This design comes from an exercise in tuning for small area on the open sky130 flow, not from production work.
At most, simulation tests tie the RTL to the original design; equivalence was not proved.
For run 1, only the layout was checked, not whether the RTL still works.

File: design.v
`timescale 1ps / 1ps
module sqrt
#(
    parameter integer D_W = 32
)
(
    input  wire                clk,
    input  wire                rst,
    input  wire                enable,
    input  wire                in_valid,
    input  wire [D_W-1:0]      qin,
    output wire                out_valid,
    output wire [(D_W>>1)-1:0] qout
);
reg [4:0] v;
always @(posedge clk) begin
    if (rst) v <= 5'd0;
    else if (enable) v <= {v[3:0], in_valid};
end
assign out_valid = v[4];
wire [1:0] a0 = qin[31:30];
wire [1:0] t0 = a0 - 2'd1;
wire ge0 = a0 != 2'd0;
wire [0:0] q1 = ge0;
wire [1:0] r1 = ge0 ? t0[1:0] : a0[1:0];
wire [3:0] a1 = {r1, qin[29:28]};
wire [4:0] t1 = {1'b0, a1} - {2'b00, q1, 2'b01};
wire ge1 = ~t1[4];
wire [1:0] q2 = {q1, ge1};
wire [2:0] r2 = ge1 ? t1[2:0] : a1[2:0];
wire [4:0] a2 = {r2, qin[27:26]};
wire [5:0] t2 = {1'b0, a2} - {2'b00, q2, 2'b01};
wire ge2 = ~t2[5];
wire [2:0] q3 = {q2, ge2};
wire [3:0] r3 = ge2 ? t2[3:0] : a2[3:0];
wire [5:0] a3 = {r3, qin[25:24]};
wire [6:0] t3 = {1'b0, a3} - {2'b00, q3, 2'b01};
wire ge3 = ~t3[6];
wire [3:0] q4 = {q3, ge3};
wire [4:0] r4 = ge3 ? t3[4:0] : a3[4:0];
reg [3:0] q_s0;
reg [4:0] r_s0;
reg [23:0] x_s0;
always @(posedge clk) begin
    if (enable) begin
        q_s0 <= q4;
        r_s0 <= r4;
        x_s0 <= qin[23:0];
    end
end
wire [6:0] a4 = {r_s0, x_s0[23:22]};
wire [7:0] t4 = {1'b0, a4} - {2'b00, q_s0, 2'b01};
wire ge4 = ~t4[7];
wire [4:0] q5 = {q_s0, ge4};
wire [5:0] r5 = ge4 ? t4[5:0] : a4[5:0];
wire [7:0] a5 = {r5, x_s0[21:20]};
wire [8:0] t5 = {1'b0, a5} - {2'b00, q5, 2'b01};
wire ge5 = ~t5[8];
wire [5:0] q6 = {q5, ge5};
wire [6:0] r6 = ge5 ? t5[6:0] : a5[6:0];
wire [8:0] a6 = {r6, x_s0[19:18]};
wire [9:0] t6 = {1'b0, a6} - {2'b00, q6, 2'b01};
wire ge6 = ~t6[9];
wire [6:0] q7 = {q6, ge6};
wire [7:0] r7 = ge6 ? t6[7:0] : a6[7:0];
reg [6:0] q_s1;
reg [7:0] r_s1;
reg [17:0] x_s1;
always @(posedge clk) begin
    if (enable) begin
        q_s1 <= q7;
        r_s1 <= r7;
        x_s1 <= x_s0[17:0];
    end
end
wire [11:0] a7 = {r_s1, x_s1[17:14]};
wire [12:0] u7_1 = {1'b0, a7} - {2'b00, q_s1, 3'b001};
wire [12:0] u7_2 = {1'b0, a7} - {1'b0, q_s1, 4'b0100};
wire [12:0] u7_3 = {1'b0, a7} - {1'b0, q_s1, 4'b1001} - {2'b00, q_s1, 3'b000};
wire c7_1 = ~u7_1[12];
wire c7_2 = ~u7_2[12];
wire c7_3 = ~u7_3[12];
wire [1:0] d7 = {c7_2, c7_3 | (c7_1 & ~c7_2)};
wire [8:0] q9 = {q_s1, d7};
wire [9:0] r9 = c7_3 ? u7_3[9:0] : c7_2 ? u7_2[9:0] : c7_1 ? u7_1[9:0] : a7[9:0];
wire [11:0] a9 = {r9, x_s1[13:12]};
wire [12:0] t9 = {1'b0, a9} - {2'b00, q9, 2'b01};
wire ge9 = ~t9[12];
wire [9:0] q10 = {q9, ge9};
wire [10:0] r10 = ge9 ? t9[10:0] : a9[10:0];
reg [9:0] q_s2;
reg [10:0] r_s2;
reg [11:0] x_s2;
always @(posedge clk) begin
    if (enable) begin
        q_s2 <= q10;
        r_s2 <= r10;
        x_s2 <= x_s1[11:0];
    end
end
wire [12:0] a10 = {r_s2, x_s2[11:10]};
wire [13:0] t10 = {1'b0, a10} - {2'b00, q_s2, 2'b01};
wire ge10 = ~t10[13];
wire [10:0] q11 = {q_s2, ge10};
wire [11:0] r11 = ge10 ? t10[11:0] : a10[11:0];
wire [13:0] a11 = {r11, x_s2[9:8]};
wire [14:0] t11 = {1'b0, a11} - {2'b00, q11, 2'b01};
wire ge11 = ~t11[14];
wire [11:0] q12 = {q11, ge11};
wire [12:0] r12 = ge11 ? t11[12:0] : a11[12:0];
reg [11:0] q_s3;
reg [12:0] r_s3;
reg [7:0] x_s3;
always @(posedge clk) begin
    if (enable) begin
        q_s3 <= q12;
        r_s3 <= r12;
        x_s3 <= x_s2[7:0];
    end
end
wire [14:0] a12 = {r_s3, x_s3[7:6]};
wire [15:0] t12 = {1'b0, a12} - {2'b00, q_s3, 2'b01};
wire ge12 = ~t12[15];
wire [12:0] q13 = {q_s3, ge12};
wire [13:0] r13 = ge12 ? t12[13:0] : a12[13:0];
wire [15:0] a13 = {r13, x_s3[5:4]};
wire [16:0] t13 = {1'b0, a13} - {2'b00, q13, 2'b01};
wire ge13 = ~t13[16];
wire [13:0] q14 = {q13, ge13};
wire [14:0] r14 = ge13 ? t13[14:0] : a13[14:0];
reg [13:0] q_s4;
reg [14:0] r_s4;
reg [3:0] x_s4;
always @(posedge clk) begin
    if (enable) begin
        q_s4 <= q14;
        r_s4 <= r14;
        x_s4 <= x_s3[3:0];
    end
end
wire [18:0] a14 = {r_s4, x_s4[3:0]};
wire [19:0] u14_1 = {1'b0, a14} - {2'b00, q_s4, 3'b001};
wire [19:0] u14_2 = {1'b0, a14} - {1'b0, q_s4, 4'b0100};
wire [19:0] u14_3 = {1'b0, a14} - {1'b0, q_s4, 4'b1001} - {2'b00, q_s4, 3'b000};
wire c14_1 = ~u14_1[19];
wire c14_2 = ~u14_2[19];
wire c14_3 = ~u14_3[19];
wire [1:0] d14 = {c14_2, c14_3 | (c14_1 & ~c14_2)};
wire [15:0] q16 = {q_s4, d14};
assign qout = q16;
endmodule
File: run.sh
#!/bin/bash
# synth_recipe.tcl (not shown) runs the flow's synth.tcl, then flattens the netlist and writes it again
# the make line also repeats each setting of config.mk as NAME=value (left out here)
make -C /OpenROAD-flow-scripts/flow DESIGN_CONFIG=/design/flow/config.mk WORK_HOME=/design/flow/orfs CLKGATE_MAP_FILE= SYNTH_SCRIPT=/design/flow/synth_recipe.tcl finish
File: config.mk
export PLATFORM = sky130hd
export DESIGN_NAME = sqrt
export DESIGN_NICKNAME = sqrt
export VERILOG_FILES = /design/flow/design.v
export SDC_FILE = /design/flow/constraint.sdc
export NUM_CORES = 4
export LEC_CHECK = 0
export CAP_MARGIN = 20
export CORE_MARGIN = 2
export CORE_UTILIZATION = 40
export SLEW_MARGIN = 20
File: constraint.sdc
create_clock -name core_clock -period 5.0 [get_ports {clk}]
set_input_delay 1.0000 -clock core_clock [delete_from_list [all_inputs] [get_ports {clk}]]
set_output_delay 1.0000 -clock core_clock [all_outputs]
set_load 0.01 [all_outputs]
==> notes.md, run 1 <==
* Cell Chain, Critical Path: inv_1 -> ha_4 -> o21a_1 -> nor4_2 -> o41ai_2 -> buf_4 -> inv_1 -> ha_2 -> or4_1 -> o2111ai_1 -> a311oi_2 -> a211oi_2 -> o21ai_4 -> nand2_1 -> xor2_1 -> ha_1 -> nor3_1 -> nor2_1 -> a31oi_1 -> nor2b_1 -> a211oi_2
* CTS Root Cell: clkbuf_16
* Post-Synth Simple-Gate Area at between 10% and 20%
* Setup slack after layout at 0.268 ns
* Mux cell area share after synthesis at between 3 and 4%
* Met3 WL at between 600 and 700 um
* CTS H-tree depth at 4
* Area share of fa/ha/maj cells after synthesis at a little under a fifth
* Antenna Violating Nets Remaining at 0
* Vias/cell at between 5 and 6
* CTS tree: yes
* GRT Total Usage at ~17%
* 1st-pass router iterations at 5
* Status: timing/DRC/antenna clean
* Leading cell types in the layout, fill and taps excluded: 165 x edfxtp_1, 151 x ha_1, 111 x inv_1
* Clock transition at path regs at 0.07 ns
* Post-Synth XOR/XNOR Area at ~6.2%
* Row cnt at 65
* GPL Wtd Cong at slightly below 0.9
* Iteration-0 DRC Markers at around 400
* Critical path startpoint category: flop
* Final wirelength at approximately 27000 um
* Starting Density at approximately two fifths
* Number of global-route vias before repair at approximately 9.0k
* Dpl hpwl at ~21000 um
* Die Area at approximately 33000 um2
* Hold Path Depth at 0
* Final Max Slew Viols at 0
* WHS Endpoint: x_s2[8]
* Yosys reg bits at between 150 and 200
* TritonCTS Buffers at 17
* WL met1 at roughly 13000 um
* Worst EP arrival at ~5 ns
* Setup CP Type: reg -> reg
* Tcrit/Tclk final at 94.6%
* Ys Warns at 1
* HP Class: reg -> reg
* Met2 WL at about 13000 um
* Primary FF master, synth: edfxtp_1
* Slowest stage delay, CP at approximately 0.40 ns
* Residual DRC count at 0
* Bufs on Longest Clock Path at 2
* # diodes at 0
* Final setup violation count at 0
* Worst R2R Start: q_s0[0]
* Cell variety after synth at 79
* Clock tree sinks at 170
* Layout cells sized above 1 at approximately an eighth
* Layout fillers at ~2.9k
* Syn nets at approximately 1.4k
* I/O pin count at between 50 and 60
* Area grow syn2layout at 15.9%
* Final-stage net count at between 1.5k and 2k
* Core Area at about 31000 um2
* Critical Path Sink Type: flop
* Critical-path cell with the highest stage delay: or4_1
* Post-synth EDFFs at approximately 170
* Largest net degree at the start of global routing at 76
* CP max FO at 8
* Register area share after synthesis at 40.0%
* Via count at approximately 9k
* Die Y at ~180 um
* Worst-Skew Late Latency at around 0.43 ns
* Chip Width at 182 um
* Global-route wire length before repair at between 40000 and 50000 um
* Initial antenna violation count at 0
* R2R setup slack at 0.27 ns
* Pre-CTS WS at -0.0552 ns
* Final hold violations at 0
* Fmax at between 0.2 and 0.25 GHz
* Drt wl/cell at 15.6 um
* Main combinational cell family by area after synthesis: adder cells
* Syn Inst Count at between 1k and 1.5k
* Worst EP required at between 5 and 6 ns
* Least-Margin Pin Slew at about 0.77 ns
* Gr ovfl total at 0
* Most common cell after layout, fill and taps aside: edfxtp_1
* Tmin final at between 4 and 5 ns
* Post-Route Skew at approximately 0.011 ns
* DR top layer: met4
* Asr flop ratio synth at 0%
* PortBufs at 52
* Slew HR at a little under half
* Max-cap viol count at 0
* Mapped Avg Cell Area at ~11 um2
* Post-synthesis cell area at about 13000 um2
* FF-to-FF path depth at 21
* R2R Path End: r_s1[7]
* Layout Utilization at a little under half
* Synth Area in Compound Gates at around 17%
* Hold path start: x_s1[8]
==> state kept, by name, indices dropped and copies added (netlist names) <==
register	cells
r_s0	5
q_s2	10
x_s2	12
r_s3	13
q_s1	7
x_s4	4
q_s3	12
r_s2	11
x_s0	24
x_s1	18
r_s1	8
r_s4	15
q_s0	4
v	5
q_s4	14
x_s3	8
==> cell type report <==
type,count,area [um2],area share (%)
Clock buffer,17,425,2.90
Clock inverter,14,158,1.08
Inverter,119,449,3.06
Multi-Input combinational cell,888,7160,48.9
Sequential cell,170,5050,34.5
Tap cell,402,503,3.43
Timing Repair Buffer,102,901,6.15
==> per-layer routing <==
metal  GRT usage (%)  vias to the layer above
li1                -                     4614
met1            21.8                     4234
met2            28.8                      117
met3            2.65                       19
met4            3.97                        0
met5               0                        -
==> through the flow <==
| stage | hold slack, ns | instances | area (um2) | setup TNS [ns] |
|---|---|---|---|---|
| 3_5_place_dp | 0.405 | 1667 | 13900 | -0.377 |
| 3_3_place_gp | 0.403 | 1667 | 13900 | 0 |
| 4_1_cts | 0.417 | 1700 | 14500 | 0 |
| 2_1_floorplan | 0.400 | 1192 | 12600 | 0 |
| 6_report | 0.420 | 1712 | 14700 | 0 |
| 5_1_grt | 0.427 | 1712 | 14700 | -0.169 |
==> worst max path at each step <==
stage	slack [ns]	to	startpoint
floorplan	0.06	r_s1[3]	r_s0[0]
global placement	0.03	r_s1[3]	q_s0[0]
detailed placement	-0.06	r_s2[9]	q_s1[0]
CTS	0.02	r_s2[9]	q_s1[0]
global route	-0.02	r_s2[7]	q_s1[0]
finish	0.27	r_s1[7]	q_s0[0]
==> worst max-delay path: cells and delay by family (launching register included) <==
kind,cells,cell delay [ns]
AND/OR/NAND/NOR,6,0.97
XOR/XNOR,1,0.19
buffers and inverters,3,0.35
AO/OA/AOI/OAI,8,1.72
adder cells (fa/ha/maj),3,0.94
flip-flops,1,0.36
==> cells in the mapped netlist, drive strengths merged (6+ instances only) <==
master	n	share of area, %
o21a	23	1.4
nand3	16	0.67
nand2b	15	0.74
mux2i	14	1.1
a21o	31	1.8
a211oi	13	0.85
nor2b	20	0.99
o211ai	18	1.2
nand2	66	2.0
a211o	6	0.42
a21boi	11	0.68
a311oi	7	0.58
mux2	30	2.8
or3	8	0.40
ha	156	15
and3	9	0.45
a21oi	78	3.1
o21bai	6	0.36
o31ai	11	0.69
nor3	22	0.87
fa	19	3.0
clkbuf	9	0.27
xnor2	65	4.5
nor2	71	2.1
xor2	24	1.7
inv	119	3.6
o21ai	68	2.8
a31oi	14	0.69
buf	6	0.35
or2	6	0.30
nand4	6	0.30
edfxtp	165	39
==> cells by family after synthesis <==
family | count (synthesis)
compound gates | 316
simple gates | 264
fa+ha+maj | 175
flops | 170
buf+inv | 134
xor+xnor | 89
mux | 44
==> timing repair <==
item / in CTS / in global routing
endpoints found under the setup margin: 12 / 25
gates cloned: 0 / 1
gates resized for setup: 4 / 20
setup buffers: 2 / 11
pin swaps: 1 / 8
hold buffers: 0 / 0
==> run 2: changes to the inputs <==
--- a/design.v
+++ b/design.v
@@ -48,16 +48,16 @@
         x_s0 <= qin[23:0];
     end
 end
-wire [6:0] a4 = {r_s0, x_s0[23:22]};
-wire [7:0] t4 = {1'b0, a4} - {2'b00, q_s0, 2'b01};
-wire ge4 = ~t4[7];
-wire [4:0] q5 = {q_s0, ge4};
-wire [5:0] r5 = ge4 ? t4[5:0] : a4[5:0];
-wire [7:0] a5 = {r5, x_s0[21:20]};
-wire [8:0] t5 = {1'b0, a5} - {2'b00, q5, 2'b01};
-wire ge5 = ~t5[8];
-wire [5:0] q6 = {q5, ge5};
-wire [6:0] r6 = ge5 ? t5[6:0] : a5[6:0];
+wire [8:0] a4 = {r_s0, x_s0[23:20]};
+wire [9:0] u4_1 = {1'b0, a4} - {2'b00, q_s0, 3'b001};
+wire [9:0] u4_2 = {1'b0, a4} - {1'b0, q_s0, 4'b0100};
+wire [9:0] u4_3 = {1'b0, a4} - {1'b0, q_s0, 4'b1001} - {2'b00, q_s0, 3'b000};
+wire c4_1 = ~u4_1[9];
+wire c4_2 = ~u4_2[9];
+wire c4_3 = ~u4_3[9];
+wire [1:0] d4 = {c4_2, c4_3 | (c4_1 & ~c4_2)};
+wire [5:0] q6 = {q_s0, d4};
+wire [6:0] r6 = c4_3 ? u4_3[6:0] : c4_2 ? u4_2[6:0] : c4_1 ? u4_1[6:0] : a4[6:0];
 wire [8:0] a6 = {r6, x_s0[19:18]};
 wire [9:0] t6 = {1'b0, a6} - {2'b00, q6, 2'b01};
 wire ge6 = ~t6[9];
==> notes.md, run 2 <==
* Status: timing/DRC/antenna clean
* Primary FF master, synth: edfxtp_1
* Largest registers: x_s0 x24, x_s1 x18, r_s4 x15
* Gr ovfl total at 0
* Post-synth top area cell: edfxtp_1
* Die Area at approximately 33000 um2
* Residual DRC count at 0
* Largest net degree at the start of global routing at 108
* Row cnt at 65
* 1st-pass router iterations at 4
* Clock transition at path regs at about 0.070 ns
* Vias/cell at 5.26
* Core Area at ~31000 um2
* Fmax at 0.208 GHz
* Placed Area at 13800 um2
* Post-synthesis cell area at between 10000 and 15000 um2
* Global-route wire length before repair at about 43000 um
* Ys Warns at 1
* Least-Margin Pin Slew at 0.972 ns
* CTS H-tree depth at 4
* Final hold violations at 0
* Initial antenna violation count at 0
* Final wirelength at 26100 um
* HP Class: reg -> reg
* PortBufs at 52
* Worst EP arrival at approximately 5 ns
* I/O pin count at 53
* Antenna Violating Nets Remaining at 0
* Starting Density at 40.3%
* Mapped Avg Cell Area at about 10 um2
* Max-cap viol count at 0
* Syn nets at about 1.4k
* Cell variety after synth at 71
* Final-stage net count at 1525
* Post-synth EDFFs at roughly 170
* Leading cell types in the layout, fill and taps excluded: 165 x edfxtp_1, 163 x ha_1, 111 x inv_1
* Synth area leaders: edfxtp_1 39%, ha_1 16%, a21oi_1 3.6%
* Tcrit/Tclk final at between 90% and 100%
* Post-route cell area at around 15000 um2
* Clock tree sinks at 170
* Post-route insts no fill at about 1.7k
* Most common cell after layout, fill and taps aside: edfxtp_1
* Register area share after synthesis at about two fifths
* Total negative slack at 0 ns
* Iteration-0 DRC Markers at 380
* GRT Total Usage at between 15 and 20%
* Layout cells sized above 1 at 7.67%
* Drt wl/cell at about 15 um
* TritonCTS Buffers at 17
* Via count at 9047
* GPL Wtd Cong at 0.893
* Dpl hpwl at 20500 um
* Syn Inst Count at 1215
* Top cells by count, synth: 165 x edfxtp_1, 163 x ha_1, 112 x inv_1
* Final setup violation count at 0
* Critical path startpoint category: flop
* Post-Route Skew at ~0.012 ns
* Number of flip-flops in the largest register at 24
* Final Max Slew Viols at 0
* Setup CP Type: reg -> reg
* CP max FO at 5
* Critical Path Sink Type: flop
* CTS Root Cell: clkbuf_16
* Die Y at ~180 um
* Number of global-route vias before repair at 8858
* Tmin final at between 4 and 5 ns
* Share of the synthesized area in the top cell type at 39.1%
* Area grow syn2layout at 14.8%
* Chip Width at 182 um
* Most common cell in the netlist: edfxtp_1
* Yosys reg bits at between 150 and 200
* Worst EP required at roughly 5.2 ns
* # diodes at 0
* Worst-Skew Late Latency at ~0.44 ns
* Asr flop ratio synth at 0%
* Slew HR at 35.2%
* DP Cell Count at between 1.5k and 2k
* CTS tree: yes
* Largest Register: x_s0
* Bufs on Longest Clock Path at 2
-- run 2: worst paths after layout --
kind / start / endpoint / slack [ns] / depth (start not counted)
min: x_s2[6] / x_s3[6] / 0.42 / 0
max reg2reg: r_s1[3] / r_s2[10] / 0.19 / 20
min reg2reg: x_s2[6] / x_s3[6] / 0.42 / 0
max: r_s1[3] / r_s2[10] / 0.19 / 20
-- run 2: routing by layer --
metal,wire [um],vias up,track usage [%]
met3,756,34,2.39
met5,0,-,0
met2,12300,145,27.6
met1,12400,4224,21.1
li1,-,4644,-
met4,558,0,5.29
-- run 2: layout make-up --
| class | instances | area [um2] |
|---|---|---|
| Tap cell | 402 | 503 |
| Clock buffer | 19 | 433 |
| Multi-Input combinational cell | 910 | 7090 |
| Inverter | 116 | 435 |
| Clock inverter | 13 | 181 |
| Timing Repair Buffer | 89 | 828 |
| Sequential cell | 170 | 5050 |
| Fill cell | 2935 | 16900 |
-- run 2: worst max-delay path, stage by stage, from the launching register on --
cell and delay, ns:
edfxtp_1 0.46, fa_1 0.52, ha_1 0.33, or2_1 0.24
a21oi_2 0.15, nand4b_1 0.17, o21a_1 0.16, o21ai_1 0.11
nor3_1 0.16, a21oi_1 0.09, ha_1 0.31, nor2b_1 0.13
o21ai_1 0.21, a21boi_1 0.14, o21ai_2 0.19, a21oi_2 0.09
nor2_2 0.13, o21ai_1 0.12, a311oi_2 0.29, buf_4 0.22
mux2_1 0.32
-- run 2: through the flow --
stage	utilization [%]	worst slack, ns	hold slack [ns]
after floorplan	-	0.112	0.400
after global placement	44.1	0.0916	0.401
after detailed placement	44.1	0.0526	0.405
after CTS	46.0	0.0359	0.418
after global routing	46.3	-0.129	0.424
final	46.3	0.194	0.416
-- run 2: cells by family after synthesis --
| kind of cell | after synthesis | share of synthesized area [%] |
|---|---|---|
| AOI/OAI and AO/OA | 317 | 15.9 |
| xor gates and xnor gates | 87 | 6.02 |
| adders and majority gates | 185 | 19.6 |
| buffers and inverters | 135 | 4.26 |
| DFF | 170 | 39.9 |
| muxes | 37 | 3.33 |
| and+or+nand+nor | 284 | 11.0 |
-- run 2: timing repair --
item	CTS	global route
buffers inserted	0	6
resized for setup	0	13
endpoints found under the setup margin	0	21
hold buffers	0	0
==> run 3: changes to the inputs <==
--- a/config.mk
+++ b/config.mk
@@ -8,4 +8,5 @@
 export CAP_MARGIN = 20
 export CORE_MARGIN = 2
 export CORE_UTILIZATION = 40
+export CTS_BUF_LIST = sky130_fd_sc_hd__clkbuf_8
 export SLEW_MARGIN = 20
==> notes.md, run 3 <==
* Yosys reg bits at 170
* Cell Chain, Critical Path: fa_1 -> ha_1 -> or2_1 -> a21oi_2 -> nand4b_1 -> o21a_1 -> o21ai_1 -> nor3_1 -> a21oi_1 -> ha_1 -> nor2b_1 -> o21ai_2 -> a21boi_1 -> o21ai_2 -> a21oi_2 -> nor2_1 -> o21ai_1 -> a311oi_2 -> buf_4 -> mux2_1
* Via count at 8986
* Pre-CTS WS at ~0.053 ns
* Layout cells sized above 1 at a little under 8%
* Die Area at 33100 um2
* 1st-pass router iterations at 5
* Fmax at 0.210 GHz
* Drt wl/cell at roughly 15 um
* GRT Total Usage at between 10% and 20%
* Setup slack after layout at around 0.23 ns
* PortBufs at 52
* Max-cap viol count at 0
* Most common cell after layout, fill and taps aside: edfxtp_1
* Global-route wire length before repair at 43200 um
* Status: timing/DRC/antenna clean
* Critical Path Sink Type: flop
* Hold path start: x_s2[6]
* Post-route cell area at around 14000 um2
* Hold Slack at ~0.42 ns
* Area grow syn2layout at 13.2%
* Worst EP arrival at 5.00 ns
* CTS H-tree depth at 4
* Bufs on Longest Clock Path at 2
* Cell variety after synth at between 70 and 80
* Asr flop ratio synth at 0%
* Largest registers: x_s0 x24, x_s1 x18, r_s4 x15
* Syn nets at 1436
* Leading cell types in the layout, fill and taps excluded: 165 x edfxtp_1, 163 x ha_1, 112 x inv_1
* Critical Path Source: r_s1[3]
* Critical path startpoint category: flop
* Vias/cell at approximately 5.2
* CTS tree: yes
* GPL Wtd Cong at between 0.8 and 0.9
* Worst R2R Start: r_s1[3]
* Row cnt at between 60 and 70
* Worst-Skew Late Latency at ~0.48 ns
* Largest Register: x_s0
* Most common cell in the netlist: edfxtp_1
* Largest net degree at the start of global routing at 108
* Setup CP Type: reg -> reg
* Post-synth top area cell: edfxtp_1
* Clock transition at path regs at roughly 0.090 ns
* Tcrit/Tclk final at 95.4%
* Worst EP required at about 5.2 ns
* Syn Inst Count at 1215
* CP max FO at 5
* Mapped Avg Cell Area at approximately 10 um2
* Ys Warns at 1
* HP Class: reg -> reg
* Post-Route Skew at around 0.017 ns
* Placed Area at between 10000 and 15000 um2
* Initial antenna violation count at 0
* Clock tree sinks at 170
* Critical-path cell with the highest stage delay: fa_1
* I/O pin count at between 50 and 60
* Final Max Slew Viols at 0
* CTS Root Cell: clkbuf_8
* Iteration-0 DRC Markers at roughly 380
* Top cells by count, synth: 165 x edfxtp_1, 163 x ha_1, 112 x inv_1
* Post-synth EDFFs at 165
* Final setup violation count at 0
* Number of global-route vias before repair at around 9k
* TritonCTS Buffers at 17
* Synth area leaders: edfxtp_1 39%, ha_1 16%, a21oi_1 3.6%
* # diodes at 0
* Total negative slack at 0 ns
* Tmin final at ~4.8 ns
* Final-stage net count at roughly 1.5k
* Core Area at 31400 um2
* Chip Width at about 180 um
* Register area share after synthesis at 39.9%
* Starting Density at just over 40%
* Final wirelength at approximately 26000 um
* Primary FF master, synth: edfxtp_1
* Post-synthesis cell area at ~13000 um2
* Least-Margin Pin Slew at between 0.9 and 1 ns
* Number of flip-flops in the largest register at 24
* Slowest stage delay, CP at roughly 0.52 ns
* Gr ovfl total at 0
* Slew HR at 35.2%
* Post-CTS Hold Buffers at 0
* Final hold violations at 0
* Share of the synthesized area in the top cell type at between 30% and 40%
* Antenna Violating Nets Remaining at 0
* Die Y at 182 um
* Dpl hpwl at around 20000 um
* Residual DRC count at 0
run 3: cell counts after synthesis:
Identical to the previous run, type by type.
run 3: worst max-delay path, delay by kind of cell, from the launching register on:
kind            cells  cell delay (ns)
flops               1             0.48
simple gates        5             0.86
compound gates     10             1.46
mux                 1             0.33
fa+ha+maj           3             1.15
buf+inv             1             0.22
run 3: worst paths after layout:
check / slack (ns) / end / cells after the start
worst max-delay path: 0.23 / r_s2[10] / 20
worst min-delay path: 0.42 / x_s3[6] / 0
worst max register to register: 0.23 / r_s2[10] / 20
worst min register to register: 0.42 / x_s3[6] / 0
run 3: stage by stage:
stage | util (%) | cells
final | 45.7 | 1719
after global placement | 44.1 | 1680
after floorplan | - | 1215
after detailed placement | 44.1 | 1680
after CTS | 45.4 | 1712
after global routing | 45.7 | 1719
run 3: cells by family (layout without fill, tap and decap cells):
family | after synthesis | count (layout) | share of synthesized area [%]
muxes | 37 | 37 | 3.33
DFF | 170 | 170 | 39.9
and+or+nand+nor | 284 | 284 | 11.0
xor gates and xnor gates | 87 | 87 | 6.02
buffers and inverters | 135 | 237 | 4.26
AOI/OAI and AO/OA | 317 | 317 | 15.9
adders and majority gates | 185 | 185 | 19.6
run 3: what timing repair did:
| action | in CTS | in global routing |
|---|---|---|
| cloned | 0 | 1 |
| endpoints found under the hold margin | 0 | 0 |
| setup buffers | 0 | 6 |
| endpoints found under the setup margin | 6 | 17 |
| pin swaps | 0 | 6 |
| gates resized for setup | 1 | 13 |
run 3: final cells by class:
type | count | area [um2]
Multi-Input combinational cell | 910 | 7090
Inverter | 116 | 435
Sequential cell | 170 | 5050
Clock buffer | 17 | 234
Tap cell | 402 | 503
Timing Repair Buffer | 89 | 828
Fill cell | 2960 | 17100
Clock inverter | 15 | 189
run 3: metal layers:
metal | wire length [um] | vias up | share of wire [%] | GRT usage (%)
met5 | 0 | - | 0 | 0
met1 | 12400 | 4181 | 47 | 21.2
met2 | 12400 | 144 | 48 | 27.7
met3 | 782 | 26 | 3.0 | 2.31
met4 | 482 | 0 | 1.9 | 5.32
li1 | - | 4635 | - | -
==> run 4: changes to the inputs <==
--- a/config.mk
+++ b/config.mk
@@ -7,6 +7,5 @@
 export LEC_CHECK = 0
 export CAP_MARGIN = 20
 export CORE_MARGIN = 2
-export CORE_UTILIZATION = 40
-export CTS_BUF_LIST = sky130_fd_sc_hd__clkbuf_8
+export CORE_UTILIZATION = 60
 export SLEW_MARGIN = 20
==> notes.md, run 4 <==
* Status: timing/DRC/antenna clean
* Final hold violations at 0
* Worst EP arrival at 5.01 ns
* Post-synth top area cell: edfxtp_1
* Leading cell types in the layout, fill and taps excluded: 165 x edfxtp_1, 163 x ha_1, 111 x inv_1
* Asr flop ratio synth at 0%
* Via count at approximately 9k
* Clock transition at path regs at 0.08 ns
* Worst EP required at 5.19 ns
* Least-Margin Pin Slew at ~0.85 ns
* Area share of fa/ha/maj cells after synthesis at around 20%
* # diodes at 0
* Main combinational cell family by area after synthesis: adder cells
* Most common cell in the netlist: edfxtp_1
* Final wirelength at ~26000 um
* DP Cell Count at 1575
* Core Area at 20900 um2
* Die Y at between 100 and 150 um
* Tmin final at roughly 4.8 ns
* TritonCTS Buffers at 17
* Antenna Violating Nets Remaining at 0
* Ys Warns at 1
* Post-Synth XOR/XNOR Area at under 10%
* Mapped Avg Cell Area at roughly 10 um2
* Yosys reg bits at 170
* Chip Width at around 150 um
* Final setup violation count at 0
* Synth Area in Compound Gates at 15.9%
* Tcrit/Tclk final at between 90% and 100%
* Max-cap viol count at 0
* Post-route insts no fill at 1611
* Drt wl/cell at ~16 um
* Critical path startpoint category: flop
* CTS H-tree depth at 4
* Largest registers: x_s0 x24, x_s1 x18, r_s4 x15
* Critical Path Source: q_s1[2]
* Clock tree sinks at 170
* GRT Total Usage at 24.2%
* Row cnt at between 50 and 60
* GPL Wtd Cong at just under 0.9
* Worst R2R Start: q_s1[2]
* Synth area leaders: edfxtp_1 39%, ha_1 16%, a21oi_1 3.6%
* Slowest stage delay, CP at between 0.4 and 0.5 ns
* Syn Inst Count at 1215
* Cell Chain, Critical Path: inv_1 -> fa_1 -> ha_1 -> or2_1 -> a21oi_2 -> nand4b_1 -> o21a_1 -> o21a_1 -> buf_4 -> a21boi_1 -> a21oi_2 -> xnor2_2 -> ha_1 -> a21boi_1 -> o21ai_1 -> a21oi_2 -> nor2_2 -> o21ai_2 -> a311oi_2 -> buf_4 -> mux2_1
* Iteration-0 DRC Markers at around 410
* Hold path start: x_s1[4]
* Top cells by count, synth: 165 x edfxtp_1, 163 x ha_1, 112 x inv_1
* Gr ovfl total at 0
* Share of the synthesized area in the top cell type at 39.1%
* Number of flip-flops in the largest register at 24
* Post-synthesis cell area at between 10000 and 15000 um2
* 1st-pass router iterations at 5
* Final-stage net count at approximately 1.5k
* Register area share after synthesis at approximately two fifths
* Cell variety after synth at 71
* Critical Path Sink Type: flop
* CTS Root Cell: clkbuf_16
* Bufs on Longest Clock Path at 2
* Worst-Skew Late Latency at 0.44 ns
* I/O pin count at between 50 and 60
* Post-Synth Simple-Gate Area at 11.0%
* Slew HR at a little over two fifths
* Primary FF master, synth: edfxtp_1
* HP Class: reg -> reg
* Number of global-route vias before repair at just under 9k
* CTS tree: yes
* Die Area at between 20000 and 25000 um2
* Global-route wire length before repair at 42500 um
* Placed Area at 13800 um2
* Setup CP Type: reg -> reg
* CP max FO at 6
* Layout cells sized above 1 at under 10%
* Critical path's most frequent cell: a21oi_2
* Most common cell after layout, fill and taps aside: edfxtp_1
* Fmax at roughly 0.21 GHz
* Mux cell area share after synthesis at about 3.3%
* Area grow syn2layout at 14.7%
* Initial antenna violation count at 0
* Post-Route Skew at around 0.018 ns
* Largest net degree at the start of global routing at just under 90
* PortBufs at between 50 and 60
* Critical-path cell with the highest stage delay: fa_1
* Starting Density at around three fifths
* Dpl hpwl at 20800 um
* Residual DRC count at 0
* Post-route cell area at approximately 15000 um2
* Largest Register: x_s0
* Vias/cell at about 5.7
* Syn nets at about 1.4k
* Final Max Slew Viols at 0
* Post-synth EDFFs at between 150 and 200
-- run 4: repair_timing --
item | in CTS | in global routing
endpoints found under the setup margin | 0 | 21
hold endpoints to repair | 0 | 0
buffers inserted | 0 | 3
gates resized for setup | 0 | 14
hold buffers | 0 | 0
-- run 4: cell type report --
type / instances / area (um2)
Multi-Input combinational cell: 910 / 7100
Timing Repair Buffer: 108 / 971
Clock inverter: 15 / 190
Tap cell: 275 / 344
Clock buffer: 17 / 425
Inverter: 116 / 435
Sequential cell: 170 / 5050
Fill cell: 1638 / 6370
-- run 4: routing by layer --
metal / wire [um] / global-route usage [%] / vias up
li1: - / - / 4668
met1: 11200 / 28.7 / 4315
met2: 14000 / 45.2 / 143
met3: 726 / 3.61 / 29
met4: 536 / 7.14 / 0
met5: 0 / 0 / -
-- run 4: cells by family (layout without fill, tap and decap cells) --
family	after synthesis	count (layout)
DFF	170	170
AOI/OAI and AO/OA	317	317
and+or+nand+nor	284	284
xor gates and xnor gates	87	87
muxes	37	37
buffers and inverters	135	256
adders and majority gates	185	185
-- run 4: worst paths after layout --
path | end | slack [ns] | depth (start not counted)
max | r_s2[10] | 0.17 | 21
min | x_s2[4] | 0.41 | 0
max reg2reg | r_s2[10] | 0.17 | 21
min reg2reg | x_s2[4] | 0.41 | 0
-- run 4: worst max-delay path, delay by kind of cell (launching register included) --
family / cells / cell delay [ns]
and+or+nand+nor: 3 / 0.52
DFF: 1 / 0.36
buffers and inverters: 3 / 0.54
adders and majority gates: 3 / 1.03
AOI/OAI and AO/OA: 10 / 1.63
xor gates and xnor gates: 1 / 0.14
muxes: 1 / 0.33
-- run 4: stage by stage --
stage	hold slack (ns)	setup TNS, ns	util, %	setup slack (ns)
2_1_floorplan	0.400	0	-	0.112
3_3_place_gp	0.400	0	66.2	0.131
3_5_place_dp	0.405	0	66.2	0.0807
4_1_cts	0.411	0	69.2	0.0781
5_1_grt	0.424	-0.351	69.5	-0.0608
6_report	0.411	0	69.5	0.175
==> run 5: changes to the inputs <==
==> flow/run.sh (new file) <==
#!/bin/bash
# Own layout flow: the standard ORFS flow (standard synthesis unchanged),
# with the port buffers made of the smallest buffer cell (buf_1) instead of
# the cell buffer_ports picks by default.  Every tool's output goes to
# run.log here; ORFS's per-step logs stay under orfs/logs/.
set -euo pipefail
cd "$(dirname "$0")/.."
bash standard.sh BUFFER_PORTS_ARGS="-buffer_cell sky130_fd_sc_hd__buf_1" finish > run.log 2>&1
==> standard.sh (new file) <==
#!/bin/bash
# synth_recipe.tcl (not shown) runs the flow's synth.tcl, then flattens the netlist and writes it again
# the make line also repeats each setting of config.mk as NAME=value (left out here)
make -C /OpenROAD-flow-scripts/flow DESIGN_CONFIG=/design/flow/config.mk WORK_HOME=/design/flow/orfs CLKGATE_MAP_FILE= SYNTH_SCRIPT=/design/flow/synth_recipe.tcl "${@:-finish}"
--- a/config.mk
+++ b/config.mk
@@ -7,5 +7,6 @@
 export LEC_CHECK = 0
 export CAP_MARGIN = 20
 export CORE_MARGIN = 2
-export CORE_UTILIZATION = 60
+export CORE_UTILIZATION = 40
+export CTS_BUF_LIST = sky130_fd_sc_hd__clkbuf_8
 export SLEW_MARGIN = 20
removed: run.sh
==> notes.md, run 5 <==
* Number of flip-flops in the largest register at 24
* Asr flop ratio synth at 0%
* Post-CTS Hold Buffers at 0
* Synth Area in Compound Gates at between 10% and 20%
* Slew HR at 44.5%
* Initial antenna violation count at 0
* Die Y at 182 um
* Setup slack after layout at around 0.17 ns
* Final hold violations at 0
* GPL Wtd Cong at a little over 0.9
* Critical path startpoint category: flop
* Residual DRC count at 0
* Pre-CTS WS at between 0.07 and 0.08 ns
* Status: timing/DRC/antenna clean
* Largest registers: x_s0 x24, x_s1 x18, r_s4 x15
* Largest net degree at the start of global routing at 88
* CTS H-tree depth at 4
* Worst-Skew Late Latency at 0.48 ns
* Final setup violation count at 0
* Core Area at ~31000 um2
* Largest Register: x_s0
* Gr ovfl total at 0
* Post-Route Skew at 0.0141 ns
* Post-Synth Simple-Gate Area at a little over a tenth
* CTS tree: yes
* Global-route wire length before repair at 43300 um
* Starting Density at between 40% and 50%
* Layout Utilization at about 45%
* Post-route cell area at roughly 14000 um2
* CP max FO at 5
* CTS Root Cell: clkbuf_8
* Worst EP required at between 5 and 6 ns
* 1st-pass router iterations at 5
* Post-route insts no fill at ~1.7k
* Register area share after synthesis at between 30% and 40%
* Share of the synthesized area in the top cell type at roughly 40%
* # diodes at 0
* HP Class: reg -> reg
* Tmin final at 4.83 ns
* DP Cell Count at about 1.7k
* Syn nets at between 1k and 1.5k
* Leading cell types in the layout, fill and taps excluded: 165 x edfxtp_1, 163 x ha_1, 109 x inv_1
* Row cnt at 65
* Tcrit/Tclk final at a little over nine tenths
* Area share of fa/ha/maj cells after synthesis at ~20%
* Main combinational cell family by area after synthesis: adder cells
* Die Area at 33100 um2
* Chip Width at about 180 um
* Fmax at slightly above 0.2 GHz
* Critical Path Sink Type: flop
* Cell variety after synth at between 70 and 80
* Final-stage net count at roughly 1.5k
* Drt wl/cell at 15.4 um
* Vias/cell at 5.28
* PortBufs at 52
* Post-Synth XOR/XNOR Area at under 10%
* Most common cell after layout, fill and taps aside: edfxtp_1
* Placed Area at 13500 um2
* Final Max Slew Viols at 0
* Via count at around 9.1k
* Final wirelength at between 20000 and 30000 um
* Clock transition at path regs at about 0.10 ns
* Top cells by count, synth: 165 x edfxtp_1, 163 x ha_1, 112 x inv_1
* Ys Warns at 1
* Primary FF master, synth: edfxtp_1
* GRT Total Usage at 16.3%
* TritonCTS Buffers at 17
* Clock tree sinks at between 150 and 200
* Synth area leaders: edfxtp_1 39%, ha_1 16%, a21oi_1 3.6%
* Worst EP arrival at 5.05 ns
* Mapped Avg Cell Area at between 10 and 15 um2
* Antenna Violating Nets Remaining at 0
* I/O pin count at between 50 and 60
* Yosys reg bits at 170
* Number of global-route vias before repair at 8780
* Mux cell area share after synthesis at between 3 and 4%
* Most common cell in the netlist: edfxtp_1
* Post-synth top area cell: edfxtp_1
* Post-synthesis cell area at between 10000 and 15000 um2
* Bufs on Longest Clock Path at 2
* Layout cells sized above 1 at 9.08%
* Syn Inst Count at around 1.2k
* Area grow syn2layout at 11.1%
* Setup CP Type: reg -> reg
* Dpl hpwl at about 21000 um
* Max-cap viol count at 0
* Post-synth EDFFs at roughly 170
* Least-Margin Pin Slew at around 0.83 ns
* Iteration-0 DRC Markers at between 400 and 500
## run 5: repair_timing
action	CTS	global route
endpoints found under the setup margin	0	26
resized for setup	0	27
buffers inserted	0	9
## run 5: final cells by class
cell class	count	area [um2]
inverters	116	435
clock buffers	17	234
repair buffers	95	564
well taps	402	503
flip-flops and latches	170	5050
fillers	2984	17300
clock inverters	14	141
multi-input cells	910	7140
## run 5: cells by family after synthesis
group                    Yosys count
AND/OR/NAND/NOR                  284
adder cells (fa/ha/maj)          185
flip-flops                       170
buffers and inverters            135
XOR/XNOR                          87
multiplexers                      37
AO/OA/AOI/OAI                    317
## run 5: worst max-delay path, cell delays in order (launching register included)
cell       delay (ns)
edfxtp_1         0.37
inv_2            0.06
buf_4            0.15
fa_1             0.36
ha_1             0.33
or2_1            0.27
a21oi_2          0.15
nand4b_1         0.20
o21a_1           0.17
o21ai_2          0.08
nor3_1           0.19
a21oi_1          0.08
ha_1             0.30
nor2b_1          0.13
o21ai_1          0.23
a21boi_2         0.11
o21ai_2          0.17
a21oi_2          0.09
nor2_2           0.13
o21ai_2          0.10
a311oi_2         0.26
clkbuf_16        0.19
clkbuf_4         0.17
mux2_1           0.33
## run 5: worst paths after layout
kind,start,to,slack (ns),cells past startpoint
worst min-delay path,x_s2[7],x_s3[7],0.41,0
worst max-delay path,q_s1[3],r_s2[3],0.17,23
worst max register to register,q_s1[3],r_s2[3],0.17,23
worst min register to register,x_s2[7],x_s3[7],0.41,0
## run 5: through the flow
step	setup TNS [ns]	hold WS [ns]
6_report	0	0.413
5_1_grt	-0.620	0.422
4_1_cts	0	0.414
3_5_place_dp	0	0.405
3_3_place_gp	0	0.400
2_1_floorplan	0	0.400
## run 5: metal layers
layer | vias to the layer above | routed length [um] | part of all wire [%] | track usage (%)
met5 | - | 0 | 0 | 0
met3 | 33 | 871 | 3.3 | 2.65
li1 | 4641 | - | - | -
met2 | 151 | 12600 | 47 | 27.5
met1 | 4286 | 12500 | 47 | 21.2
met4 | 0 | 616 | 2.3 | 5.97
==> run 6: changes to the inputs <==
--- a/config.mk
+++ b/config.mk
@@ -9,4 +9,5 @@
 export CORE_MARGIN = 2
 export CORE_UTILIZATION = 40
 export CTS_BUF_LIST = sky130_fd_sc_hd__clkbuf_8
+export CTS_CLUSTER_SIZE = 30
 export SLEW_MARGIN = 20
==> notes.md, run 6 <==
* Syn nets at 1436
* Largest registers: x_s0 x24, x_s1 x18, r_s4 x15
* Number of flip-flops in the largest register at 24
* Area grow syn2layout at 11.1%
* Most common cell after layout, fill and taps aside: edfxtp_1
* Core Area at 31400 um2
* Top cells by count, synth: 165 x edfxtp_1, 163 x ha_1, 112 x inv_1
* Primary FF master, synth: edfxtp_1
* Number of global-route vias before repair at 8780
* Ys Warns at 1
* Initial antenna violation count at 0
* Layout fillers at around 3.0k
* R2R Path End: r_s2[3]
* Layout cells sized above 1 at a little over 9%
* Post-synth EDFFs at roughly 170
* Post-synth top area cell: edfxtp_1
* Least-Margin Pin Slew at approximately 0.83 ns
* Hold path start: x_s2[7]
* Most common cell in the netlist: edfxtp_1
* Vias/cell at ~5.3
* Cell Chain, Critical Path: inv_2 -> buf_4 -> fa_1 -> ha_1 -> or2_1 -> a21oi_2 -> nand4b_1 -> o21a_1 -> o21ai_2 -> nor3_1 -> a21oi_1 -> ha_1 -> nor2b_1 -> o21ai_1 -> a21boi_2 -> o21ai_2 -> a21oi_2 -> nor2_2 -> o21ai_2 -> a311oi_2 -> clkbuf_16 -> clkbuf_4 -> mux2_1
* Critical-path cell with the highest stage delay: edfxtp_1
* Critical path's most frequent cell: o21ai_2
* Register area share after synthesis at between 30% and 40%
* GRT Total Usage at roughly 16%
* Final hold violations at 0
* Mapped Avg Cell Area at ~10 um2
* HP Class: reg -> reg
* Chip Width at 182 um
* # diodes at 0
* CTS Root Cell: clkbuf_8
* Via count at a little over 9k
* Share of the synthesized area in the top cell type at between 30% and 40%
* Largest net degree at the start of global routing at 88
* Final Max Slew Viols at 0
* Largest Register: x_s0
* Post-route insts no fill at roughly 1.7k
* FF-to-FF path depth at 23
* Clock tree sinks at 170
* Gr ovfl total at 0
* CTS H-tree depth at 4
* Post-synthesis cell area at ~13000 um2
* Residual DRC count at 0
* CP max FO at 5
* Setup CP Type: reg -> reg
* Critical Path Sink Type: flop
* Critical path startpoint category: flop
* Clock transition at path regs at roughly 0.1 ns
* DP Cell Count at 1684
* Bufs on Longest Clock Path at 2
* GPL Wtd Cong at about 0.9
* Worst EP required at around 5.2 ns
* Worst R2R Start: q_s1[3]
* Final setup violation count at 0
* Final wirelength at around 27000 um
* WHS Endpoint: x_s3[7]
* Iteration-0 DRC Markers at ~450
* Antenna Violating Nets Remaining at 0
* R2R setup slack at 0.17 ns
* Global-route wire length before repair at approximately 43000 um
* Synth area leaders: edfxtp_1 39%, ha_1 16%, a21oi_1 3.6%
* Max-cap viol count at 0
* PortBufs at 52
* Hold Path Depth at 0
* Starting Density at around 40%
* Worst-Skew Late Latency at around 0.48 ns
* Slew HR at between 40 and 50%
* Slowest stage delay, CP at around 0.37 ns
* Tcrit/Tclk final at 96.6%
* Cell variety after synth at 71
* Post-Route Skew at ~0.014 ns
* CTS tree: yes
* Die Y at approximately 180 um
* TritonCTS Buffers at 17
* Fmax at ~0.21 GHz
* 1st-pass router iterations at 5
* Status: timing/DRC/antenna clean
* Asr flop ratio synth at 0%
* Syn Inst Count at between 1k and 1.5k
* Tmin final at about 4.8 ns
* Worst EP arrival at about 5.1 ns
* Row cnt at 65
* Final-stage net count at about 1.5k
* Die Area at between 30000 and 40000 um2
* I/O pin count at between 50 and 60
* Leading cell types in the layout, fill and taps excluded: 165 x edfxtp_1, 163 x ha_1, 109 x inv_1
* Drt wl/cell at between 15 and 20 um
* Dpl hpwl at 21000 um
* Yosys reg bits at 170
-- run 6: cell counts after synthesis --
No cell type changed its count.
-- run 6: per-stage QoR --
stage	setup TNS [ns]	utilization [%]	hold slack, ns	instance area [um2]	setup slack, ns
floorplan	0	-	0.400	12700	0.112
global placement	0	43.2	0.400	13500	0.251
detailed placement	0	43.2	0.405	13500	0.0707
CTS	0	44.4	0.414	13900	0.0548
global route	-0.620	44.8	0.422	14100	-0.100
finish	0	44.8	0.413	14100	0.170
-- run 6: kinds of logic (layout without fill, tap and decap cells) --
family	after synthesis	after routing	synth area share [%]
AOI/OAI and AO/OA	317	317	15.9
and+or+nand+nor	284	284	11.0
adders and majority gates	185	185	19.6
DFF	170	170	39.9
buffers and inverters	135	242	4.26
xor gates and xnor gates	87	87	6.02
muxes	37	37	3.33
-- run 6: repair_timing --
item | 4_1_cts | 5_1_grt
hold buffers | 0 | 0
setup endpoints to repair | 0 | 26
gates resized for setup | 0 | 27
setup buffers | 0 | 9
hold endpoints to repair | 0 | 0
-- run 6: layout make-up --
class / instances / area (um2) / area share (%)
multi-input cells: 910 / 7140 / 50.7
flip-flops and latches: 170 / 5050 / 35.9
repair buffers: 95 / 564 / 4.01
well taps: 402 / 503 / 3.58
inverters: 116 / 435 / 3.09
clock buffers: 17 / 234 / 1.66
clock inverters: 14 / 141 / 1.00
-- run 6: worst max-delay path by stage --
stage / start / cells past startpoint / endpoint / slack [ns]
after floorplan: q_s1[3] / 22 / r_s2[3] / 0.11
after global placement: r_s1[3] / 20 / r_s2[2] / 0.25
after detailed placement: r_s1[3] / 19 / r_s2[6] / 0.07
after CTS: r_s1[3] / 20 / r_s2[4] / 0.05
after global routing: q_s1[3] / 23 / r_s2[10] / -0.10
final: q_s1[3] / 23 / r_s2[3] / 0.17
-- run 6: layer usage --
metal	wire length [um]	GRT usage, %	up-vias
met5	0	0	-
met4	616	5.97	0
met3	871	2.65	33
met2	12600	27.5	151
met1	12500	21.2	4286
li1	-	-	4641
-- run 6: worst max-delay path, delay by kind of cell, from the launching register on --
family	cells	cell delay, ns
buf+inv	4	0.57
flops	1	0.37
mux	1	0.33
fa+ha+maj	3	0.99
compound gates	10	1.44
simple gates	5	0.92
==> run 7: changes to the inputs <==
==> config.mk (replaced) <==
export PLATFORM = sky130hd
export DESIGN_NAME = sqrt
export DESIGN_NICKNAME = sqrt
export VERILOG_FILES = /design/flow/design.v
export SDC_FILE = /design/flow/constraint.sdc
export NUM_CORES = 4
export LEC_CHECK = 0
export CAP_MARGIN = 0
export CORE_MARGIN = 2
export CORE_UTILIZATION = 40
export CTS_BUF_LIST = sky130_fd_sc_hd__clkbuf_8
export SLEW_MARGIN = 0
==> notes.md, run 7 <==
* Status: timing/DRC/antenna clean
* Largest net degree at the start of global routing at between 80 and 90
* Post-synthesis cell area at roughly 13000 um2
* Max-cap viol count at 0
* CTS tree: yes
* Tmin final at a little under 5 ns
* Critical path startpoint category: flop
* Register area share after synthesis at between 30% and 40%
* Ys Warns at 1
* Hold Path Depth at 0
* Dpl hpwl at roughly 21000 um
* Iteration-0 DRC Markers at roughly 450
* Global-route wire length before repair at between 40000 and 50000 um
* CTS H-tree depth at 4
* Starting Density at between 40% and 50%
* Fmax at around 0.21 GHz
* Core Area at 31400 um2
* FF-to-FF path depth at 23
* R2R setup slack at between 0.15 and 0.2 ns
* HP Class: reg -> reg
* Most common cell after layout, fill and taps aside: edfxtp_1
* Syn Inst Count at around 1.2k
* Syn nets at 1436
* Primary FF master, synth: edfxtp_1
* Setup CP Type: reg -> reg
* Initial antenna violation count at 0
* Die Area at around 33000 um2
* Antenna Violating Nets Remaining at 0
* Final-stage net count at approximately 1.5k
* PortBufs at 52
* Post-route cell area at approximately 14000 um2
* Vias/cell at between 5 and 6
* Synth area leaders: edfxtp_1 39%, ha_1 16%, a21oi_1 3.6%
* WHS Endpoint: x_s3[7]
* Post-synth top area cell: edfxtp_1
* GRT Total Usage at 16.3%
* Post-Route Skew at approximately 0.014 ns
* Layout cells sized above 1 at just over 9%
* Worst EP arrival at just over 5 ns
* Top cells by count, synth: 165 x edfxtp_1, 163 x ha_1, 112 x inv_1
* Final setup violation count at 0
* GPL Wtd Cong at ~0.92
* Asr flop ratio synth at 0%
* Post-synth EDFFs at between 150 and 200
* Cell variety after synth at 71
* Largest registers: x_s0 x24, x_s1 x18, r_s4 x15
* CTS Root Cell: clkbuf_8
* CP max FO at 5
* Residual DRC count at 0
* Die Y at 182 um
* Drt wl/cell at approximately 15 um
* I/O pin count at between 50 and 60
* Most common cell in the netlist: edfxtp_1
* TritonCTS Buffers at 17
* Layout Utilization at between 40% and 50%
* Hold path start: x_s2[7]
* Final Max Slew Viols at 0
* Largest Register: x_s0
* Clock transition at path regs at 0.10 ns
* Critical Path Sink Type: flop
* Clock tree sinks at 170
* Final wirelength at about 27000 um
* Tcrit/Tclk final at 96.6%
* Worst-Skew Late Latency at between 0.4 and 0.5 ns
* Area grow syn2layout at 11.1%
* Share of the synthesized area in the top cell type at slightly below 40%
* Gr ovfl total at 0
* Final hold violations at 0
* # diodes at 0
* Leading cell types in the layout, fill and taps excluded: 165 x edfxtp_1, 163 x ha_1, 109 x inv_1
* Number of flip-flops in the largest register at 24
* Via count at 9111
* Bufs on Longest Clock Path at 2
* Mapped Avg Cell Area at around 10 um2
* Yosys reg bits at 170
* Placed Area at 13500 um2
* Chip Width at about 180 um
* Layout fillers at just under 3k
* Worst EP required at ~5.2 ns
* Row cnt at between 60 and 70
* 1st-pass router iterations at 5
* Slew HR at 44.5%
* R2R Path End: r_s2[3]
* Least-Margin Pin Slew at around 0.83 ns
* Worst R2R Start: q_s1[3]
* Number of global-route vias before repair at between 8k and 9k
* Post-CTS Hold Buffers at 0
[run 7: cell counts after synthesis]
Identical to the previous run, type by type.
[run 7: layout make-up]
class	instances	area [um2]	area share, %
Clock buffer	17	234	1.66
Clock inverter	14	141	1.00
Inverter	116	435	3.09
Multi-Input combinational cell	910	7140	50.7
Sequential cell	170	5050	35.9
Tap cell	402	503	3.58
Timing Repair Buffer	95	564	4.01
[run 7: cells by family (layout without fill, tap and decap cells)]
family                   Yosys count  count (layout)  synth area share [%]
AO/OA/AOI/OAI                    317             317                  15.9
AND/OR/NAND/NOR                  284             284                  11.0
adder cells (fa/ha/maj)          185             185                  19.6
flip-flops                       170             170                  39.9
buffers and inverters            135             242                  4.26
XOR/XNOR                          87              87                  6.02
multiplexers                      37              37                  3.33
[run 7: per-stage QoR]
stage,worst slack (ns),TNS (ns),std cells,hold slack (ns)
6_report,0.170,0,1724,0.413
5_1_grt,-0.100,-0.620,1724,0.422
4_1_cts,0.0548,0,1715,0.414
3_5_place_dp,0.0707,0,1684,0.405
3_3_place_gp,0.251,0,1684,0.400
2_1_floorplan,0.112,0,1215,0.400
[run 7: worst max path at each step]
stage,start,end,slack (ns),cells past startpoint
final,q_s1[3],r_s2[3],0.17,23
after global routing,q_s1[3],r_s2[10],-0.10,23
after CTS,r_s1[3],r_s2[4],0.05,20
after detailed placement,r_s1[3],r_s2[6],0.07,19
after global placement,r_s1[3],r_s2[2],0.25,20
after floorplan,q_s1[3],r_s2[3],0.11,22
[run 7: layer usage]
| layer | track usage, % | vias up | part of all wire (%) |
|---|---|---|---|
| met4 | 5.97 | 0 | 2.3 |
| met1 | 21.2 | 4286 | 47 |
| met3 | 2.65 | 33 | 3.3 |
| li1 | - | 4641 | - |
| met5 | 0 | - | 0 |
| met2 | 27.5 | 151 | 47 |
[run 7: repair_timing]
| item | CTS | global route |
|---|---|---|
| setup buffers | 0 | 9 |
| endpoints found under the setup margin | 0 | 26 |
| gates resized for setup | 0 | 27 |
[run 7: worst max-delay path, stage by stage (launching register included)]
cell       delay (ns)
edfxtp_1         0.37
inv_2            0.06
buf_4            0.15
fa_1             0.36
ha_1             0.33
or2_1            0.27
a21oi_2          0.15
nand4b_1         0.20
o21a_1           0.17
o21ai_2          0.08
nor3_1           0.19
a21oi_1          0.08
ha_1             0.30
nor2b_1          0.13
o21ai_1          0.23
a21boi_2         0.11
o21ai_2          0.17
a21oi_2          0.09
nor2_2           0.13
o21ai_2          0.10
a311oi_2         0.26
clkbuf_16        0.19
clkbuf_4         0.17
mux2_1           0.33
==> run 8: changes to the inputs <==
--- a/flow/run.sh
+++ b/flow/run.sh
@@ -5,4 +5,4 @@
 # run.log here; ORFS's per-step logs stay under orfs/logs/.
 set -euo pipefail
 cd "$(dirname "$0")/.."
-bash standard.sh BUFFER_PORTS_ARGS="-buffer_cell sky130_fd_sc_hd__buf_1" finish > run.log 2>&1
+bash standard.sh BUFFER_PORTS_ARGS="-buffer_cell sky130_fd_sc_hd__buf_1" RECOVER_POWER=100 finish > run.log 2>&1
--- a/config.mk
+++ b/config.mk
@@ -5,8 +5,8 @@
 export SDC_FILE = /design/flow/constraint.sdc
 export NUM_CORES = 4
 export LEC_CHECK = 0
-export CAP_MARGIN = 0
+export CAP_MARGIN = 20
 export CORE_MARGIN = 2
 export CORE_UTILIZATION = 40
 export CTS_BUF_LIST = sky130_fd_sc_hd__clkbuf_8
-export SLEW_MARGIN = 0
+export SLEW_MARGIN = 20
==> notes.md, run 8 <==
* Status: timing/DRC/antenna clean
* Dominant delay contributor by cell family on the critical path: compound AO/OA/AOI/OAI gates
* Via count at 9111
* Synth area leaders: edfxtp_1 39%, ha_1 16%, a21oi_1 3.6%
* CP max FO at 5
* Worst-Skew Late Latency at ~0.48 ns
* Worst EP arrival at 5.05 ns
* CTS Root Cell: clkbuf_8
* Max-cap viol count at 0
* Final-stage net count at roughly 1.5k
* Bufs on Longest Clock Path at 2
* Ys Warns at 1
* Syn nets at 1436
* Fmax at 0.207 GHz
* Yosys reg bits at 170
* GPL Wtd Cong at 0.917
* Area grow syn2layout at 11.1%
* Antenna Violating Nets Remaining at 0
* Die Y at approximately 180 um
* Clock transition at path regs at around 0.1 ns
* Mapped Avg Cell Area at around 10 um2
* Core Area at roughly 31000 um2
* Slew HR at about 44%
* Total negative slack at 0 ns
* Initial antenna violation count at 0
* Layout Utilization at between 40% and 50%
* GRT Total Usage at 16.3%
* Slowest stage delay, CP at roughly 0.37 ns
* Critical-path cell with the highest stage delay: edfxtp_1
* Clock tree sinks at 170
* Starting Density at 40.3%
* CTS tree: yes
* Leading cell types in the layout, fill and taps excluded: 165 x edfxtp_1, 163 x ha_1, 109 x inv_1
* Final wirelength at ~27000 um
* Cell Chain, Critical Path: inv_2 -> buf_4 -> fa_1 -> ha_1 -> or2_1 -> a21oi_2 -> nand4b_1 -> o21a_1 -> o21ai_2 -> nor3_1 -> a21oi_1 -> ha_1 -> nor2b_1 -> o21ai_1 -> a21boi_2 -> o21ai_2 -> a21oi_2 -> nor2_2 -> o21ai_2 -> a311oi_2 -> clkbuf_16 -> clkbuf_4 -> mux2_1
* Tcrit/Tclk final at a little over nine tenths
* Largest registers: x_s0 x24, x_s1 x18, r_s4 x15
* Post-synth EDFFs at about 170
* Post-route insts no fill at 1724
* Asr flop ratio synth at 0%
* 1st-pass router iterations at 5
* Most common cell after layout, fill and taps aside: edfxtp_1
* Critical Path Sink Type: flop
* Number of global-route vias before repair at roughly 9k
* Routing usage on met2 at between 20 and 30%
* Hold Path Depth at 0
* # diodes at 0
* Buf/Inv on CP at 4
* Total stage count of the critical path at 23
* Vias/cell at between 5 and 6
* Global-route wire length before repair at 43300 um
* Tmin final at 4.83 ns
* Layout fillers at just under 3k
* Final setup violation count at 0
* Die Area at between 30000 and 40000 um2
* CTS H-tree depth at 4
* Post-synthesis cell area at 12700 um2
* HP Class: reg -> reg
* Layout cells sized above 1 at a little under a tenth
* Top cells by count, synth: 165 x edfxtp_1, 163 x ha_1, 112 x inv_1
* Post-Route Skew at ~0.014 ns
* Setup CP Type: reg -> reg
* Worst EP required at about 5.2 ns
* Post-synth top area cell: edfxtp_1
* TritonCTS Buffers at 17
* Largest net degree at the start of global routing at about 90
* Syn Inst Count at ~1.2k
* Cell variety after synth at 71
* Register area share after synthesis at between 30% and 40%
* Critical path's most frequent cell: o21ai_2
* PortBufs at 52
* Largest Register: x_s0
* GRT busiest layer: met2
* GR Util met1 at between 20% and 30%
* Least-Margin Pin Slew at 0.833 ns
* Final Max Slew Viols at 0
* Most common cell in the netlist: edfxtp_1
* I/O pin count at 53
* Grt met3 use at under 10%
* Dpl hpwl at around 21000 um
* Iteration-0 DRC Markers at between 400 and 500
* Residual DRC count at 0
* Number of flip-flops in the largest register at 24
* Critical path startpoint category: flop
* Primary FF master, synth: edfxtp_1
* FF-to-FF path depth at 23
* Chip Width at approximately 180 um
* Row cnt at 65
* Final hold violations at 0
* Share of the synthesized area in the top cell type at 39.1%
* DP Cell Count at around 1.7k
* Drt wl/cell at about 15 um
* Gr ovfl total at 0
==> run 8: cell counts after synthesis <==
Identical to the previous run, type by type.
==> run 8: logic make-up after synthesis <==
| family | after synthesis | synth area share, % |
|---|---|---|
| simple gates | 284 | 11.0 |
| buf+inv | 135 | 4.26 |
| fa+ha+maj | 185 | 19.6 |
| mux | 37 | 3.33 |
| xor+xnor | 87 | 6.02 |
| flops | 170 | 39.9 |
| compound gates | 317 | 15.9 |
==> run 8: routing by layer <==
layer / vias up / wire, um
met4: 0 / 616
met2: 151 / 12600
met5: - / 0
met1: 4286 / 12500
li1: 4641 / -
met3: 33 / 871
==> run 8: worst register-to-register path, stage by stage (launching register included) <==
cell,delay [ns]
edfxtp_1,0.37
inv_2,0.06
buf_4,0.15
fa_1,0.36
ha_1,0.33
or2_1,0.27
a21oi_2,0.15
nand4b_1,0.20
o21a_1,0.17
o21ai_2,0.08
nor3_1,0.19
a21oi_1,0.08
ha_1,0.30
nor2b_1,0.13
o21ai_1,0.23
a21boi_2,0.11
o21ai_2,0.17
a21oi_2,0.09
nor2_2,0.13
o21ai_2,0.10
a311oi_2,0.26
clkbuf_16,0.19
clkbuf_4,0.17
mux2_1,0.33
==> run 8: final timing paths <==
| check | startpoint | to | slack (ns) |
|---|---|---|---|
| worst min-delay path | x_s2[7] | x_s3[7] | 0.41 |
| worst max register to register | q_s1[3] | r_s2[3] | 0.17 |
| worst min register to register | x_s2[7] | x_s3[7] | 0.41 |
| worst max-delay path | q_s1[3] | r_s2[3] | 0.17 |
==> run 8: area by class of cell <==
cell class	instances	area, um2	share of cell area [%]
timing repair buffer	95	564	4.01
inverter	116	435	3.09
tap	402	503	3.58
multi-input combinational	910	7140	50.7
sequential	170	5050	35.9
clock buffer	17	234	1.66
clock inverter	14	141	1.00
==> run 8: through the flow <==
stage	hold WS, ns	instance area, um2	worst slack (ns)
after floorplan	0.400	12700	0.112
after global placement	0.400	13500	0.251
after detailed placement	0.405	13500	0.0707
after CTS	0.414	13900	0.0548
after global routing	0.422	14100	-0.100
final	0.413	14100	0.170
==> run 8: repair_timing <==
action,CTS,global route
gates resized for setup,0,27
hold buffers,0,0
setup buffers,0,9
setup endpoints to repair,0,26

==> what the ideal ports hide <==
The results above use ideal ports. As a check the final layouts listed here were re-extracted and re-timed, cells and wires unchanged.
Step 1: set_driving_cell puts a clkbuf_16 on clk and a buf_2 on each other input, an assumption about the parent block.
Step 2 moves the port delays by t, midway between the first and last clock arrival at a register: inputs arrive t later, outputs are due t later. That takes back most of the time a late clock gives input paths.
a / b / c = ideal / step 1 / step 2; a / b = the first two.
| run | t (ns) | slack for setup (ns) | latest minus earliest clock arrival (ns) |
|---|---|---|---|
| run 1 | 0.476 | 0.268 / 0.268 / 0.221 | 0.011 / 0.012 |
| run 2 | 0.475 | 0.194 / 0.194 / 0.092 | 0.013 / 0.013 |
| run 3 | 0.521 | 0.229 / 0.229 / 0.123 | 0.021 / 0.020 |
| run 4 | 0.484 | 0.175 / 0.175 / 0.090 | 0.018 / 0.018 |
| run 5 | 0.512 | 0.170 / 0.170 / 0.170 | 0.017 / 0.018 |
| run 6 | 0.512 | 0.170 / 0.170 / 0.170 | 0.017 / 0.018 |
| run 7 | 0.512 | 0.170 / 0.170 / 0.170 | 0.017 / 0.018 |
| run 8 | 0.512 | 0.170 / 0.170 / 0.170 | 0.017 / 0.018 |
After both steps every run listed still meets setup and hold. The setup slack of run 3, which loses most, moves by 0.000 ns with the drivers and by -0.106 ns with both steps.
